This is an optimization exercise on Yosys and OpenROAD, whose aim is small area and a short achievable clock period, not a production implementation.
The RTL was checked by simulation tests, not by an equivalence proof against the original design.
No activity file was given, so power comes from the tool's default toggle rates.

==> flow/design.v <==
module datapath_mi(clk, rst, data, control_word, K, I, alu_status, r0, r1, r2, r3, r4, r5, r6, r7);
	input clk, rst;
	input [21:0] control_word;
	input [7:0] K;
	output [15:0] I;
	output [3:0] alu_status;
	output [7:0] data, r0, r1, r2, r3, r4, r5, r6, r7;
	wire sl     = control_word[21];
	wire il     = control_word[20];
	wire pcl    = control_word[19];
	wire mr     = control_word[18];
	wire mw     = control_word[17];
	wire b_sel  = control_word[16];
	wire a_sel  = control_word[15];
	wire en_alu = control_word[14];
	wire ci     = control_word[13];
	wire [2:0] FS = control_word[12:10];
	wire w      = control_word[9];
	wire [2:0] SB = control_word[8:6];
	wire [2:0] SA = control_word[5:3];
	wire [2:0] DA = control_word[2:0];
	reg [7:0] R [0:6];
	reg [7:0] PC;
	reg [7:0] IR;
	reg [3:0] ST;
	wire inv = FS[0] & FS[1];
	wire [7:0] sela, selbp, selbn;
	wire selbz;
	opdec deca(.s(SA), .x(a_sel), .y(sela));
	bdec decb(.s(SB), .x(b_sel), .inv(inv), .sp(selbp), .sn(selbn), .z(selbz));
	wire [7:0] A, Bs;
	wire [7:0] g, p, pn;   
	genvar i, b, k;
	generate
		for (b = 0; b < 8; b = b + 1) begin : op
			mux8 ma(.s(sela), .d({PC[b], R[6][b], R[5][b], R[4][b], R[3][b], R[2][b], R[1][b], R[0][b]}), .y(A[b]));
			mux16 mb(.sp(selbp), .sn(selbn), .z(selbz),
				.d({K[b], R[6][b], R[5][b], R[4][b], R[3][b], R[2][b], R[1][b], R[0][b]}), .y(Bs[b]));
			and2g ug(.a(A[b]), .b(Bs[b]), .y(g[b]));
			xor2g up(.a(A[b]), .b(Bs[b]), .y(p[b]));
			xnor2g upn(.a(A[b]), .b(Bs[b]), .y(pn[b]));
		end
	endgenerate
	wire [7:1] ng1;
	wire [7:2] np1;
	aoi21 l1_1(.a1(p[0]), .a2(ci), .b1(g[0]), .y(ng1[1]));
	generate
		for (k = 2; k <= 7; k = k + 1) begin : l1
			aoi21 ug(.a1(p[k-1]), .a2(g[k-2]), .b1(g[k-1]), .y(ng1[k]));
			nand2g up(.a(p[k-1]), .b(p[k-2]), .y(np1[k]));
		end
	endgenerate
	wire nci, c1;
	invg ici(.a(ci), .y(nci));
	invg ic1(.a(ng1[1]), .y(c1));
	wire [7:2] g2;
	wire [7:4] p2;
	oai21 l2_2(.a1(np1[2]), .a2(nci), .b1(ng1[2]), .y(g2[2]));
	oai21 l2_3(.a1(np1[3]), .a2(ng1[1]), .b1(ng1[3]), .y(g2[3]));
	generate
		for (k = 4; k <= 7; k = k + 1) begin : l2
			oai21 ug(.a1(np1[k]), .a2(ng1[k-2]), .b1(ng1[k]), .y(g2[k]));
			nor2g up(.a(np1[k]), .b(np1[k-2]), .y(p2[k]));
		end
	endgenerate
	wire [7:4] nc4;
	aoi21 l3_4(.a1(p2[4]), .a2(ci), .b1(g2[4]), .y(nc4[4]));
	aoi21 l3_5(.a1(p2[5]), .a2(c1), .b1(g2[5]), .y(nc4[5]));
	aoi21 l3_6(.a1(p2[6]), .a2(g2[2]), .b1(g2[6]), .y(nc4[6]));
	aoi21 l3_7(.a1(p2[7]), .a2(g2[3]), .b1(g2[7]), .y(nc4[7]));
	wire [7:0] c, nc;
	assign c[0] = ci;       assign nc[0] = nci;
	assign c[1] = c1;       assign nc[1] = ng1[1];
	assign c[2] = g2[2];    invg in2(.a(g2[2]), .y(nc[2]));
	assign c[3] = g2[3];    invg in3(.a(g2[3]), .y(nc[3]));
	generate
		for (k = 4; k <= 7; k = k + 1) begin : cp
			assign nc[k] = nc4[k];
			invg ic(.a(nc4[k]), .y(c[k]));
		end
	endgenerate
	wire cout = g[7] | (p[7] & c[7]);
	wire s_g, s_p, o_shl, o_shr, add;
	fdec fd(.fs(FS), .en(en_alu), .s_g(s_g), .s_p(s_p), .o_shl(o_shl), .o_shr(o_shr), .add(add));
	wire [7:0] shl_s, shr_s;    
	shdec sd(.sh(Bs[2:0]), .o_shl(o_shl), .o_shr(o_shr), .l(shl_s), .r(shr_s));
	wire ram_rd = mr & ~mw & ~K[7] & ~en_alu;    
	wire ram_wr = mw & ~K[7];
	wire [7:0] lo = 8'd1 << K[2:0];
	wire [15:0] hi = 16'd1 << K[6:3];
	wire [127:0] rsel, wsel;
	wire [7:0] q [0:127];
	generate
		for (i = 0; i < 128; i = i + 1) begin : word
			assign rsel[i] = lo[i % 8] & hi[i / 8] & ram_rd;
			assign wsel[i] = lo[i % 8] & hi[i / 8] & ram_wr;
			reg [7:0] m;
			always @(posedge clk) if (wsel[i]) m <= data;
			assign q[i] = m;
		end
		for (b = 0; b < 8; b = b + 1) begin : rd
			wire [42:0] y;
			for (k = 0; k < 42; k = k + 1) begin : l1
				aoi222 u(.a1(rsel[3*k]), .a2(q[3*k][b]),
					.b1(rsel[3*k+1]), .b2(q[3*k+1][b]),
					.c1(rsel[3*k+2]), .c2(q[3*k+2][b]), .y(y[k]));
			end
			aoi22 l1_last(.a1(rsel[126]), .a2(q[126][b]),
				.b1(rsel[127]), .b2(q[127][b]), .y(y[42]));
			wire [10:0] z;
			for (k = 0; k < 10; k = k + 1) begin : l2
				nand4g u(.a(y[4*k]), .b(y[4*k+1]), .c(y[4*k+2]), .d(y[4*k+3]), .y(z[k]));
			end
			nand3g l2_last(.a(y[40]), .b(y[41]), .c(y[42]), .y(z[10]));
			wire [2:0] u;
			nor4g l3_0(.a(z[0]), .b(z[1]), .c(z[2]), .d(z[3]), .y(u[0]));
			nor4g l3_1(.a(z[4]), .b(z[5]), .c(z[6]), .d(z[7]), .y(u[1]));
			nor3g l3_2(.a(z[8]), .b(z[9]), .c(z[10]), .y(u[2]));
			wire [10:0] xs, xd;
			assign xs[0] = s_g;  assign xd[0] = g[b];
			assign xs[1] = s_p;  assign xd[1] = p[b];
			for (k = 0; k <= b; k = k + 1) begin : sl
				assign xs[2+k] = shl_s[k];  assign xd[2+k] = A[b-k];
			end
			for (k = 0; k <= 7 - b; k = k + 1) begin : sr
				assign xs[3+b+k] = shr_s[k];  assign xd[3+b+k] = A[b+k];
			end
			wire x;
			ao11 ux(.s(xs), .d(xd), .y(x));
			wire y1n, y0n, alun;
			aoi21 u1(.a1(add), .a2(pn[b]), .b1(x), .y(y1n));
			aoi21 u0(.a1(add), .a2(p[b]), .b1(x), .y(y0n));
			ao22 uc(.a1(c[b]), .a2(y1n), .b1(nc[b]), .b2(y0n), .y(alun));
			nand4g ub(.a(u[0]), .b(u[1]), .c(u[2]), .d(alun), .y(data[b]));
		end
	endgenerate
	wire [7:0] shl = A << Bs[2:0];
	wire [7:0] shr = A >> Bs[2:0];
	reg [7:0] F;
	always @* begin
		case (FS)
			3'b000: F = g;
			3'b001: F = g | p;
			3'b010: F = p ^ c;
			3'b011: F = p ^ c;
			3'b100: F = shl;
			3'b101: F = shr;
			3'b110: F = p;
			default: F = 8'd0;
		endcase
	end
	wire Z = (F == 8'd0);
	wire N = F[7];
	wire C = cout;
	wire V = ~(A[7] ^ Bs[7]) & (F[7] ^ A[7]);
	reg [7:0] rom;
	always @* begin
		if (PC[7:4] != 4'd0 || PC[3:2] == 2'b11) rom = 8'h00;
		else case (PC[1:0])
			2'd0: rom = 8'h12;
			2'd1: rom = 8'h43;
			2'd2: rom = 8'h67;
			default: rom = 8'h98;
		endcase
	end
	integer j;
	always @(posedge clk or posedge rst) begin
		if (rst) begin
			for (j = 0; j < 7; j = j + 1) R[j] <= 8'd0;
			PC <= 8'd0;
			IR <= 8'd0;
			ST <= 4'd0;
		end else begin
			if (w && DA != 3'd7) R[DA] <= data;
			if (sl) ST <= {V, C, N, Z};
			if (pcl) PC <= data;
			if (il) IR <= rom;
		end
	end
	assign I = {8'd0, IR};
	assign alu_status = ST;
	assign r0 = R[0];
	assign r1 = R[1];
	assign r2 = R[2];
	assign r3 = R[3];
	assign r4 = R[4];
	assign r5 = R[5];
	assign r6 = R[6];
	assign r7 = 8'd0;
endmodule
module opdec(s, x, y);
	input [2:0] s;
	input x;
	output [7:0] y;
	assign y[0] = ~x & (s == 3'd0);
	assign y[1] = ~x & (s == 3'd1);
	assign y[2] = ~x & (s == 3'd2);
	assign y[3] = ~x & (s == 3'd3);
	assign y[4] = ~x & (s == 3'd4);
	assign y[5] = ~x & (s == 3'd5);
	assign y[6] = ~x & (s == 3'd6);
	assign y[7] = x;
endmodule
module bdec(s, x, inv, sp, sn, z);
	input [2:0] s;
	input x, inv;
	output [7:0] sp, sn;
	output z;
	wire [7:0] y;
	assign y[0] = ~x & (s == 3'd0);
	assign y[1] = ~x & (s == 3'd1);
	assign y[2] = ~x & (s == 3'd2);
	assign y[3] = ~x & (s == 3'd3);
	assign y[4] = ~x & (s == 3'd4);
	assign y[5] = ~x & (s == 3'd5);
	assign y[6] = ~x & (s == 3'd6);
	assign y[7] = x;
	assign sp = y & {8{~inv}};
	assign sn = y & {8{inv}};
	assign z = ~x & (s == 3'd7) & inv;
endmodule
module mux8(s, d, y);
	input [7:0] s, d;
	output y;
	assign y = |(s & d);
endmodule
module mux16(sp, sn, z, d, y);
	input [7:0] sp, sn, d;
	input z;
	output y;
	assign y = |(sp & d) | |(sn & ~d) | z;
endmodule
module ao11(s, d, y);
	input [10:0] s, d;
	output y;
	assign y = |(s & d);
endmodule
module shdec(sh, o_shl, o_shr, l, r);
	input [2:0] sh;
	input o_shl, o_shr;
	output [7:0] l, r;
	assign l = {8{o_shl}} & (8'd1 << sh);
	assign r = {8{o_shr}} & (8'd1 << sh);
endmodule
module fdec(fs, en, s_g, s_p, o_shl, o_shr, add);
	input [2:0] fs;
	input en;
	output s_g, s_p, o_shl, o_shr, add;
	assign s_g   = en & (fs[2:1] == 2'b00);                     
	assign s_p   = en & ((fs == 3'b001) | (fs == 3'b110));      
	assign add   = en & (fs[2:1] == 2'b01);
	assign o_shl = en & (fs == 3'b100);
	assign o_shr = en & (fs == 3'b101);
endmodule
module aoi222(a1, a2, b1, b2, c1, c2, y);
	input a1, a2, b1, b2, c1, c2;
	output y;
	assign y = ~((a1 & a2) | (b1 & b2) | (c1 & c2));
endmodule
module aoi22(a1, a2, b1, b2, y);
	input a1, a2, b1, b2;
	output y;
	assign y = ~((a1 & a2) | (b1 & b2));
endmodule
module nand4g(a, b, c, d, y);
	input a, b, c, d;
	output y;
	assign y = ~(a & b & c & d);
endmodule
module nand3g(a, b, c, y);
	input a, b, c;
	output y;
	assign y = ~(a & b & c);
endmodule
module nor4g(a, b, c, d, y);
	input a, b, c, d;
	output y;
	assign y = ~(a | b | c | d);
endmodule
module nor3g(a, b, c, y);
	input a, b, c;
	output y;
	assign y = ~(a | b | c);
endmodule
module aoi21(a1, a2, b1, y);
	input a1, a2, b1;
	output y;
	assign y = ~((a1 & a2) | b1);
endmodule
module oai21(a1, a2, b1, y);
	input a1, a2, b1;
	output y;
	assign y = ~((a1 | a2) & b1);
endmodule
module nand2g(a, b, y);
	input a, b;
	output y;
	assign y = ~(a & b);
endmodule
module nor2g(a, b, y);
	input a, b;
	output y;
	assign y = ~(a | b);
endmodule
module invg(a, y);
	input a;
	output y;
	assign y = ~a;
endmodule
module and2g(a, b, y);
	input a, b;
	output y;
	assign y = a & b;
endmodule
module xor2g(a, b, y);
	input a, b;
	output y;
	assign y = a ^ b;
endmodule
module xnor2g(a, b, y);
	input a, b;
	output y;
	assign y = ~(a ^ b);
endmodule
module ao22(a1, a2, b1, b2, y);
	input a1, a2, b1, b2;
	output y;
	assign y = (a1 & a2) | (b1 & b2);
endmodule
==> flow/config.mk <==
export PLATFORM = sky130hd
export DESIGN_NAME = datapath_mi
export DESIGN_NICKNAME = datapath_mi
export VERILOG_FILES = /design/flow/design.v
export SDC_FILE = /design/flow/constraint.sdc
export NUM_CORES = 4
export LEC_CHECK = 0
export CAP_MARGIN = 20
export CORE_MARGIN = 2
export CORE_UTILIZATION = 55
export SETUP_SLACK_MARGIN = 4
export SLEW_MARGIN = 20
export SYNTH_HIERARCHICAL = 1
export SYNTH_MINIMUM_KEEP_SIZE = 0
==> flow/constraint.sdc <==
create_clock -name core_clock -period 11.0 [get_ports {clk}]
set_input_delay 2.2000 -clock core_clock [delete_from_list [all_inputs] [get_ports {clk}]]
set_output_delay 2.2000 -clock core_clock [all_outputs]
set_load 0.01 [all_outputs]
==> flow/run.sh <==
#!/bin/bash
# synth_recipe.tcl (not shown) runs the flow's synth.tcl, then flattens the netlist and writes it again
# the make line also repeats each setting of config.mk as NAME=value (left out here)
make -C /OpenROAD-flow-scripts/flow DESIGN_CONFIG=/design/flow/config.mk WORK_HOME=/design/flow/orfs CLKGATE_MAP_FILE= SYNTH_SCRIPT=/design/flow/synth_recipe.tcl finish
==> results_dict.tcl <==
set metrics [dict create \
    status "no timing/DRC/antenna violations" \
    r2r_setup_slack_ns 5.42 \
    totalWireLength_um 129200 \
    arrival_ns 5.58 \
    grt_overflow 0 \
    cpMaxStageDelayCell "or3b_4" \
    portBuffers 107 \
    num_rows 102 \
    finalSetupTns_ns 0 \
    fin_crit_ns 7.782 \
    viasPerCell 6.954 \
    grt_use_total 0.3162 \
    nets 2836 \
    core_um2 77080 \
    powerDensity_nw_per_um2 229.1 \
    drc_errors 0 \
    synth_enable_flop_cells 1024 \
    hold_viol_final 0 \
    placed_area_um2 45120 \
    wl_per_cell_um 32.80 \
    syn_area_per_cell_um2 17.39 \
    min_path_cells 1 \
    antenna_left 0 \
    vias 27380 \
    crit_start "control_word[11]" \
    slew_viol_final 0 \
    rr_worst_depth 32 \
    irDropWorstVdd_v 0.0001573 \
    final_area_um2 51030 \
    die_h_um 282.2 \
    path_max_fanout 8 \
    synthTopCellsByCount "1024 x edfxtp_1, 344 x a222oi_1, 291 x nor2_1, 107 x nand4_1, 73 x dfrtp_1" \
    die_x_um 282.2 \
    grt_max_degree 99 \
    path_cells "buf_12, and2_4, or3b_4, nor3_4, a21oi_1, nand4_1, or3_4, nor4b_4, buf_4, a22o_1, a221oi_2, and3_1, nand2_2, a21oi_2, a22o_1, nand4_1, buf_6, buf_6" \
    fin_cells 3938 \
    cp.depth 18 \
    cts_made_buffers 109 \
    cp-start-kind "input pin" \
    critPathKind "in -> out" \
    endpoint "data[6]" \
    synthTopCellsByArea "edfxtp_1 72%, a222oi_1 8.1%, dfrtp_1 4.3%, nor2_1 2.6%, mux2_2 1.7%" \
    synth_top_area_share 0.7222 \
    clk_path_buf_depth 3 \
    ys.warnings.count 9 \
    worst_slew_pin_slew_ns 1.115 \
    reg2reg_from "R[1][0]" \
    grt_pass1_vias 25990 \
    fmaxAchievable_mhz 128.5 \
    cp.buffers_inverters 4 \
    finalSetupViolCount 0 \
    pin_count 124 \
    worstHoldPathType "reg -> reg" \
    reg2reg_to "word[52].m[2]" \
    finalCritPeriodShare 0.7074 \
    clock-root-buffer "clkbuf_16" \
    layout-drive-gt1-share 0.2150 \
    crit_family "simple AND/OR/NAND/NOR gates" \
    htreeDepth 3 \
    first_iter_violations 4756 \
    antenna_found_initial 4 \
    grt_pass1_wl_um 180600 \
    drv_cap 0 \
    synth_most_common_cell "edfxtp_1" \
    ys_ff_latch 1097 \
    cpPeakStageDelay_ns 0.45 \
    power.leakage_nw 16.71 \
    synth_cell_types 69 \
    cts_tree "built" \
    syn_inst 2448 \
    dp_hpwl_um 77270 \
    clkSinkCount 1097 \
    area_growth_pct 19.85 \
    clkSlewWorstSetupHoldPaths_ns 0.06 \
    cp-end-kind "output port" \
    skew_ns 0.04356 \
    slew_headroom 0.2543 \
    clk_latency_ns 0.70 \
    rsz0062_at_grt "true" \
    netlist_area_um2 42580 \
    ys_seq_area_frac 0.7651 \
    gp_congestion 0.9044 \
    synth-async-reset-ratio 0.06655 \
    drtPass1Iterations 11 \
    yosys.area.top_type "edfxtp_1" \
    cp.required_ns 8.80 \
    initial_core_util 0.5524 \
    synthFlopType "edfxtp_1" \
    place_inst 3585 \
    dieArea_um2 79660 \
]
==> routing by layer <==
metal / global-route usage / wire, um
met2: 0.5091 / 61880
met5: 0 / 13
met1: 0.4476 / 50290
met4: 0.09361 / 4211
met3: 0.05394 / 12760
==> power by group <==
group / internal [W] / total [W] / switching, W / leakage (nW)
Sequential: 0.00533 / 0.00555 / 0.000215 / 10.3
Combinational: 0.000985 / 0.00256 / 0.00157 / 4.75
Clock: 0.00203 / 0.00358 / 0.00156 / 1.68
Total: 0.00835 / 0.0117 / 0.00335 / 16.7
==> metrics by stage <==
stage / utilization / worst slack [ns] / hold WS [ns] / total power, W
floorplan: - / 1.964 / 0.5040 / 0.006589
global placement: 0.5854 / 1.477 / 0.5168 / 0.007436
detailed placement: 0.5854 / 1.454 / 0.5072 / 0.007478
CTS: 0.6520 / 3.332 / 0.5245 / 0.01130
global route: 0.6619 / 3.148 / 0.5501 / 0.01204
finish: 0.6620 / 3.218 / 0.5177 / 0.01169
==> area by class of cell <==
| type | count | area, um^2 |
|---|---|---|
| antenna | 5 | 12.51 |
| clock buffer | 135 | 2846 |
| clock inverter | 68 | 608.1 |
| fill | 5416 | 26050 |
| inverter | 23 | 86.33 |
| multi-input combinational | 1284 | 10470 |
| sequential | 1097 | 32580 |
| tap | 1040 | 1301 |
| timing repair buffer | 286 | 3134 |
==> placed cells by master (no fill, tap or decap), types with 10 or more instances in the layout <==
cell type        netlist  layout
a21oi_1               16      16
a21oi_2               27      26
a222oi_1             344     344
a22o_1                16      16
a22oi_1               48      47
buf_12                 0      22
buf_4                 20     106
buf_6                  4      41
clkbuf_1              38      25
clkbuf_16              0     121
clkdlybuf4s50_1        0      78
clkinv_1               0      31
clkinv_2               0      20
conb_1                 1      16
dfrtp_1               73      73
edfxtp_1            1024    1024
inv_1                 23      22
mux2_2                64      64
mux2i_1               58      58
nand2_1               50      19
nand2_2                0      16
nand2_4                0      15
nand3_1               28      16
nand3_2                0      10
nand4_1              107     107
nor2_1               291     267
nor2_2                 0      16
o21ai_1               15      10
or3_4                  1      11
xnor2_1               11      11
==> flip-flops by register name, summed over array words and instances, names as in the netlist <==
name / count
R: 56
PC: 8
ST: 4
IR: 5
word.m: 1024
==> kinds of logic after synthesis <==
kind of cell | Yosys count | synth area share
flops | 1097 | 0.7651
fa+ha+maj | 3 | 0.0008816
xor+xnor | 23 | 0.004731
simple gates | 602 | 0.07564
buf+inv | 88 | 0.01031
mux | 127 | 0.03188
other cells | 1 | 0.00008807
compound gates | 507 | 0.1114
==> Yosys stat by module, one instance, submodules excluded, excerpt <==
module / flops+latches / area, um^2 / cells inside / times used
aoi22: 0 / 12.51 / 1 / 8
nor4g: 0 / 12.51 / 1 / 16
mux8: 0 / 36.28 / 5 / 8
ao11: 0 / 58.81 / 7 / 8
opdec: 0 / 77.57 / 8 / 1
fdec: 0 / 62.56 / 8 / 1
bdec: 0 / 142.6 / 24 / 1
xor2g: 0 / 8.758 / 1 / 8
shdec: 0 / 235.2 / 19 / 1
nor2g: 0 / 3.754 / 1 / 4
nor3g: 0 / 10.01 / 1 / 8
==> worst min path at each step <==
stage                      from     to  slack (ns)
after global placement    ST[2]  ST[2]        0.52
after global routing      IR[1]  IR[1]        0.55
final                     IR[1]  IR[1]        0.52
after CTS                 IR[1]  IR[1]        0.52
after floorplan           PC[2]  PC[2]        0.50
after detailed placement  IR[1]  IR[1]        0.51
==> repair_timing <==
| item | CTS | global route |
|---|---|---|
| cloned | 8 | 19 |
| resized for setup | 246 | 65 |
| buffers inserted | 103 | 15 |
| hold endpoints to repair | 0 | 0 |
| endpoints found under the setup margin | 399 | 135 |
| pin swaps | 82 | 27 |
| hold buffers | 0 | 0 |

==> static timing again, ports no longer ideal <==
No port has a modelled driver above. Below, the same layout with a new extraction and two added sets of constraints. Step 1: set_driving_cell puts a clkbuf_16 on clk and a buf_2 on each other input, an assumption about the parent block. Step 2, shift: input delay + t, output delay - t, t = (earliest + latest rising clock arrival at the registers) / 2. This alone moves slack from input paths to output paths. a / b / c = no drivers / after step 1 / after step 2; a / b = the first two.
t (ns): 0.753
setup slack, ns: 3.218 / 3.164 / 3.051
hold slack, ns: 0.518 / 0.518 / 0.518
worst data-port slew with drivers (ns): 0.12
cell pins on the clock port's net: 1
After both steps setup and hold are still met in this run. The setup slack of this run moves by -0.054 ns with the drivers and by -0.167 ns with both steps.
